From an optimization exercise on the open Yosys and OpenROAD flow, aimed at small area, a short achievable clock period and few clock cycles; shortcuts taken in it are not production practice. No activity file was given, so power comes from the tool's default toggle rates.

==> flow/design.v <==
`timescale 1ns / 1ps
module full_reciprocal(
input logic clk,
input logic rst,  
input logic start,
output logic ready,
input logic [15:0] input0,
output logic [23:0] output0  
);
localparam int FL = 16;           
localparam int XW = FL - 1;       
localparam int KMAX = 1 << (20 - FL);
logic          busy;   
logic          first;  
logic [XW-1:0] x;      
logic [XW:0]   p;      
logic [19:0]   q;      
logic [19:0]   res;    
assign output0 = {4'b0, res};
logic fast;
assign fast = |input0[15:FL-1];
logic [KMAX+1:8] t;    
always_comb begin
	for (int k = 8; k <= KMAX; k++) t[k] = ({4'b0, input0} <= 20'(524288 / k));
	t[KMAX+1] = 1'b0;
end
logic [19:0] fq;
always_comb begin
	fq = '0;
	for (int k = 8; k <= KMAX; k++)
		if (t[k] & ~t[k+1]) fq = fq | 20'(k);
end
logic [XW-1:0] msk;    
logic [XW-1:0] msb;    
always_comb begin
	msk[XW-1] = x[XW-1];
	for (int i = XW-2; i >= 0; i--) msk[i] = msk[i+1] | x[i];
	msb = x & ~(msk >> 1);
end
logic [XW-1:0] r1;
assign r1 = (-x) & msk;
logic [XW+1:0] diff;
logic          qb;
logic [XW-1:0] r;
assign diff = {1'b0, p} - {2'b0, x};
assign qb   = ~diff[XW+1];
assign r    = qb ? diff[XW-1:0] : p[XW-1:0];
logic        pow2;
logic [19:0] xrev;
always_ff @(posedge clk) pow2 <= (x & (x - 1'b1)) == '0;
always_comb begin
	xrev = '0;
	for (int i = 0; i < XW; i++) xrev[19-i] = x[i];
end
logic done;
assign done = busy & ~first & q[19];
always_ff @(posedge clk) begin
	if (!busy)
		x <= input0[XW-1:0];
	if (first) begin
		p <= {r1, 1'b0};
		q <= {{(18-XW){1'b0}}, msb, 2'b01};
	end else begin
		p <= {r, 1'b0};
		q <= {q[18:0], qb};
	end
	if (!rst) begin
		if (done)
			res <= pow2 ? xrev : {q[18:0], qb};
		else if (!busy && start && fast)
			res <= fq;
	end
	if (rst) begin
		busy  <= 1'b0;
		first <= 1'b0;
		ready <= 1'b0;
	end else begin
		busy  <= busy ? ~done : start & ~fast;
		first <= ~busy & start & ~fast;
		ready <= done | (~busy & start & fast);
	end
end
endmodule
Settings: LEC_CHECK=0, CAP_MARGIN=20, CORE_MARGIN=2, CORE_UTILIZATION=40, SETUP_SLACK_MARGIN=5, SLEW_MARGIN=20; clock period 8.0 ns.
run.sh (not shown) runs the stock make flow with config.mk's settings and CLKGATE_MAP_FILE= SYNTH_SCRIPT=/design/flow/synth_recipe.tcl, a recipe that flattens the netlist after the stock synthesis.
Next try:
==> flow/design.v (replaced) <==
`timescale 1ns / 1ps
module full_reciprocal(
input logic clk,
input logic rst,  
input logic start,
output logic ready,
input logic [15:0] input0,
output logic [23:0] output0  
);
localparam int FL = 16;           
localparam int XW = FL - 1;       
localparam int KMAX = 1 << (20 - FL);
logic          busy;
logic          first;  
logic [XW-1:0] x;      
logic [XW:0]   p;      
logic [19:0]   q;      
logic [19:0]   res;    
assign output0 = {4'b0, res};
logic fast;
assign fast = |input0[15:FL-1];
logic [KMAX+1:8] t;    
always_comb begin
	for (int k = 8; k <= KMAX; k++) t[k] = ({4'b0, input0} <= 20'(524288 / k));
	t[KMAX+1] = 1'b0;
end
logic [19:0] fq;
always_comb begin
	fq = '0;
	for (int k = 8; k <= KMAX; k++)
		if (t[k] & ~t[k+1]) fq = fq | 20'(k);
end
logic [32:17] c2;      
always_comb
	for (int k = 17; k <= 32; k++) c2[k] = ({4'b0, input0} <= 20'(524288 / k));
logic [33:16] t2;      
assign t2 = {1'b0, q[15:0], 1'b1};
logic [19:0] fq2;
always_comb begin
	fq2 = '0;
	for (int k = 16; k <= 32; k++)
		if (t2[k] & ~t2[k+1]) fq2 = fq2 | 20'(k);
end
logic [XW:0] p0;
always_comb begin
	logic any;
	any = 1'b0;
	for (int i = XW; i >= 1; i--) begin
		p0[i] = input0[i-1] & ~any;
		any = any | input0[i-1];
	end
	p0[0] = ~any;
end
logic [XW+1:0] diff;
logic          qb;
logic [XW-1:0] r;
assign diff = {1'b0, p} - {2'b0, x};
assign qb   = ~diff[XW+1];
assign r    = qb ? diff[XW-1:0] : p[XW-1:0];
logic        pow2;
logic [19:0] xrev;
always_ff @(posedge clk) pow2 <= (x & (x - 1'b1)) == '0;
always_comb begin
	xrev = '0;
	for (int i = 0; i < XW; i++) xrev[19-i] = x[i];
end
logic done, done2;
assign done  = busy & ~first & q[19];
assign done2 = busy & x[XW-1];
always_ff @(posedge clk) begin
	if (!busy) begin
		x <= input0[XW-1:0];
		p <= p0;
		q <= {4'b0, c2};
	end else if (first) begin
		p <= {r, 1'b0};
		q <= {{(18-XW){1'b0}}, p, qb};
	end else begin
		p <= {r, 1'b0};
		q <= {q[18:0], qb};
	end
	if (!rst) begin
		if (done2)
			res <= fq2;
		else if (done)
			res <= pow2 ? xrev : {q[18:0], qb};
		else if (!busy && start && fast)
			res <= fq;
	end
	if (rst) begin
		busy  <= 1'b0;
		first <= 1'b0;
		ready <= 1'b0;
	end else begin
		first <= ~busy & start & ~fast;
		busy  <= busy ? ~(done | done2) : start & ~fast;
		ready <= done | done2 | (~busy & start & fast);
	end
end
endmodule
Non-clock buffer count grows by 25.
Synthesized cell count rises by 24%.
Hold slack stays flat.
Fmax came out lower by 5.5%.
Setup slack loses 0.18 ns.
Register-to-register slack got worse by 0.10 ns.
Function was not checked in any run of this note: the RTL went through the layout flow alone.


full_reciprocal, a different RTL version from the one above (not shown whole).
Size: about 550 cells after synthesis, about 74 flip-flops, roughly 0.0050 mm^2 of cells after synthesis.
==> module full_reciprocal, before the edit <==
module full_reciprocal(
input logic clk,
input logic rst,  
input logic start,
output logic ready,
input logic [15:0] input0,
output logic [23:0] output0  
);
localparam int FL = 16;           
localparam int XW = FL - 1;       
localparam int KMAX = 1 << (20 - FL);
logic          busy;
logic [XW-1:0] x;      
logic [XW:0]   p;      
logic [19:0]   q;      
logic [19:0]   res;    
assign output0 = {4'b0, res};
logic fast;
assign fast = |input0[15:FL-1];
logic [KMAX+1:8] t;    
always_comb begin
	for (int k = 8; k <= KMAX; k++) t[k] = ({4'b0, input0} <= 20'(524288 / k));
	t[KMAX+1] = 1'b0;
end
logic [19:0] fq;
always_comb begin
	fq = '0;
	for (int k = 8; k <= KMAX; k++)
		if (t[k] & ~t[k+1]) fq = fq | 20'(k);
end
logic [XW:0] p0;
always_comb begin
	logic any;
	any = 1'b0;
	for (int i = XW; i >= 1; i--) begin
		p0[i] = input0[i-1] & ~any;
		any = any | input0[i-1];
	end
	p0[0] = ~any;
end
logic [XW+1:0] da, db;
logic          qa, qb;
logic [XW-1:0] ra, rb;
logic [1:0]    qd;
assign da = {1'b0, p} - {2'b0, x};
assign qa = ~da[XW+1];
assign ra = qa ? da[XW-1:0] : p[XW-1:0];
assign db = {1'b0, ra, 1'b0} - {2'b0, x};
assign qb = ~db[XW+1];
assign rb = qb ? db[XW-1:0] : {ra[XW-2:0], 1'b0};
assign qd = {qa, qb};
logic        pow2;
logic [19:0] xrev;
always_ff @(posedge clk) pow2 <= (x & (x - 1'b1)) == '0;
always_comb begin
	xrev = '0;
	for (int i = 0; i < XW; i++) xrev[19-i] = x[i];
end
logic done;
assign done = busy & (q[19] | q[18]);
always_ff @(posedge clk) begin
	if (!busy) begin
		x <= input0[XW-1:0];
		p <= p0;
		q <= {{(19-XW){1'b0}}, p0};
	end else begin
		p <= {rb, 1'b0};
		q <= {q[17:0], qd};
	end
	if (!rst) begin
		if (done)
			res <= pow2 ? xrev : q[19] ? {q[18:0], qd[1]} : {q[17:0], qd};
		else if (!busy && start && fast)
			res <= fq;
	end
	if (rst) begin
		busy  <= 1'b0;
		ready <= 1'b0;
	end else begin
		busy  <= busy ? ~done : start & ~fast;
		ready <= done | (~busy & start & fast);
	end
end
endmodule
clock: 8.0 ns
lec_check: 0
cap_margin: 20
core_margin: 2
core_utilization: 40
setup_slack_margin: 5
slew_margin: 20
==> next run, changes <==
==> flow/design.v (replaced) <==
`timescale 1ns / 1ps
module full_reciprocal(
input logic clk,
input logic rst,  
input logic start,
output logic ready,
input logic [15:0] input0,
output logic [23:0] output0  
);
localparam int FL = 16;           
localparam int XW = FL - 1;       
localparam int KMAX = 1 << (20 - FL);
logic          busy;
logic [XW-1:0] x;      
logic [XW:0]   p;      
logic [19:0]   q;      
logic [19:0]   res;    
assign output0 = {4'b0, res};
logic fast;
assign fast = |input0[15:FL-1];
logic [KMAX+1:8] t;    
always_comb begin
	for (int k = 8; k <= KMAX; k++) t[k] = ({4'b0, input0} <= 20'(524288 / k));
	t[KMAX+1] = 1'b0;
end
logic [19:0] fq;
always_comb begin
	fq = '0;
	for (int k = 8; k <= KMAX; k++)
		if (t[k] & ~t[k+1]) fq = fq | 20'(k);
end
logic [48:16] t2;      
always_comb begin
	for (int k = 16; k <= 47; k++) t2[k] = ({5'b0, x} <= 20'(524288 / k));
	t2[48] = 1'b0;
end
logic [19:0] fq2;
always_comb begin
	fq2 = '0;
	for (int k = 16; k <= 47; k++)
		if (t2[k] & ~t2[k+1]) fq2 = fq2 | 20'(k);
end
logic [XW:0] p0;
always_comb begin
	logic any;
	any = 1'b0;
	for (int i = XW; i >= 1; i--) begin
		p0[i] = input0[i-1] & ~any;
		any = any | input0[i-1];
	end
	p0[0] = ~any;
end
logic [XW+1:0] diff;
logic          qb;
logic [XW-1:0] r;
assign diff = {1'b0, p} - {2'b0, x};
assign qb   = ~diff[XW+1];
assign r    = qb ? diff[XW-1:0] : p[XW-1:0];
logic        pow2;
logic [19:0] xrev;
always_ff @(posedge clk) pow2 <= (x & (x - 1'b1)) == '0;
always_comb begin
	xrev = '0;
	for (int i = 0; i < XW; i++) xrev[19-i] = x[i];
end
logic done, done2;
assign done  = busy & q[19];
assign done2 = busy & (x > 15'd10922);
always_ff @(posedge clk) begin
	if (!busy) begin
		x <= input0[XW-1:0];
		p <= p0;
		q <= {{(19-XW){1'b0}}, p0};
	end else begin
		p <= {r, 1'b0};
		q <= {q[18:0], qb};
	end
	if (!rst) begin
		if (done2)
			res <= fq2;
		else if (done)
			res <= pow2 ? xrev : {q[18:0], qb};
		else if (!busy && start && fast)
			res <= fq;
	end
	if (rst) begin
		busy  <= 1'b0;
		ready <= 1'b0;
	end else begin
		busy  <= busy ? ~(done | done2) : start & ~fast;
		ready <= done | done2 | (~busy & start & fast);
	end
end
endmodule
The new run finished with timing, DRC and antenna clean; setup slack gains 1400 ps; flip-flop and latch count is unchanged; fmax rose by 45%; register-to-register slack gains 1500 ps; power fell by 43%.
No functional check of the RTL was part of any run of this note.

==> re-timing with driven ports <==
The flow's constraints put no driver on any port. The routed layouts listed below were extracted and timed again, unchanged, in two steps.
Step 1, drivers: a clkbuf_16 drives clk and a buf_2 each remaining input, both assumed.
Step 2 times the ports against the registers' clock, not the clock port: input delays grow and output delays shrink by t, the midpoint of the rising clock arrivals with the driver on.
a / b / c = ideal ports / drivers / drivers and shift; a / b = the first two.
| run | t (ns) | slack for setup (ns) | cell pins on the clock port's net |
|---|---|---|---|
| the first run of note 1 | 0.382 | 4.835 / 4.830 / 4.448 | 1 |
| the second run of note 1 | 0.377 | 4.650 / 4.621 / 4.245 | 1 |
| the first run of note 2 | 0.369 | 3.399 / 3.399 / 3.399 | 1 |
| the second run of note 2 | 0.382 | 4.835 / 4.785 / 4.403 | 1 |
After both steps setup and hold are still met in every run listed. The setup slack of the second run of note 2, which loses most, moves by -0.050 ns with the drivers and by -0.432 ns with both steps.
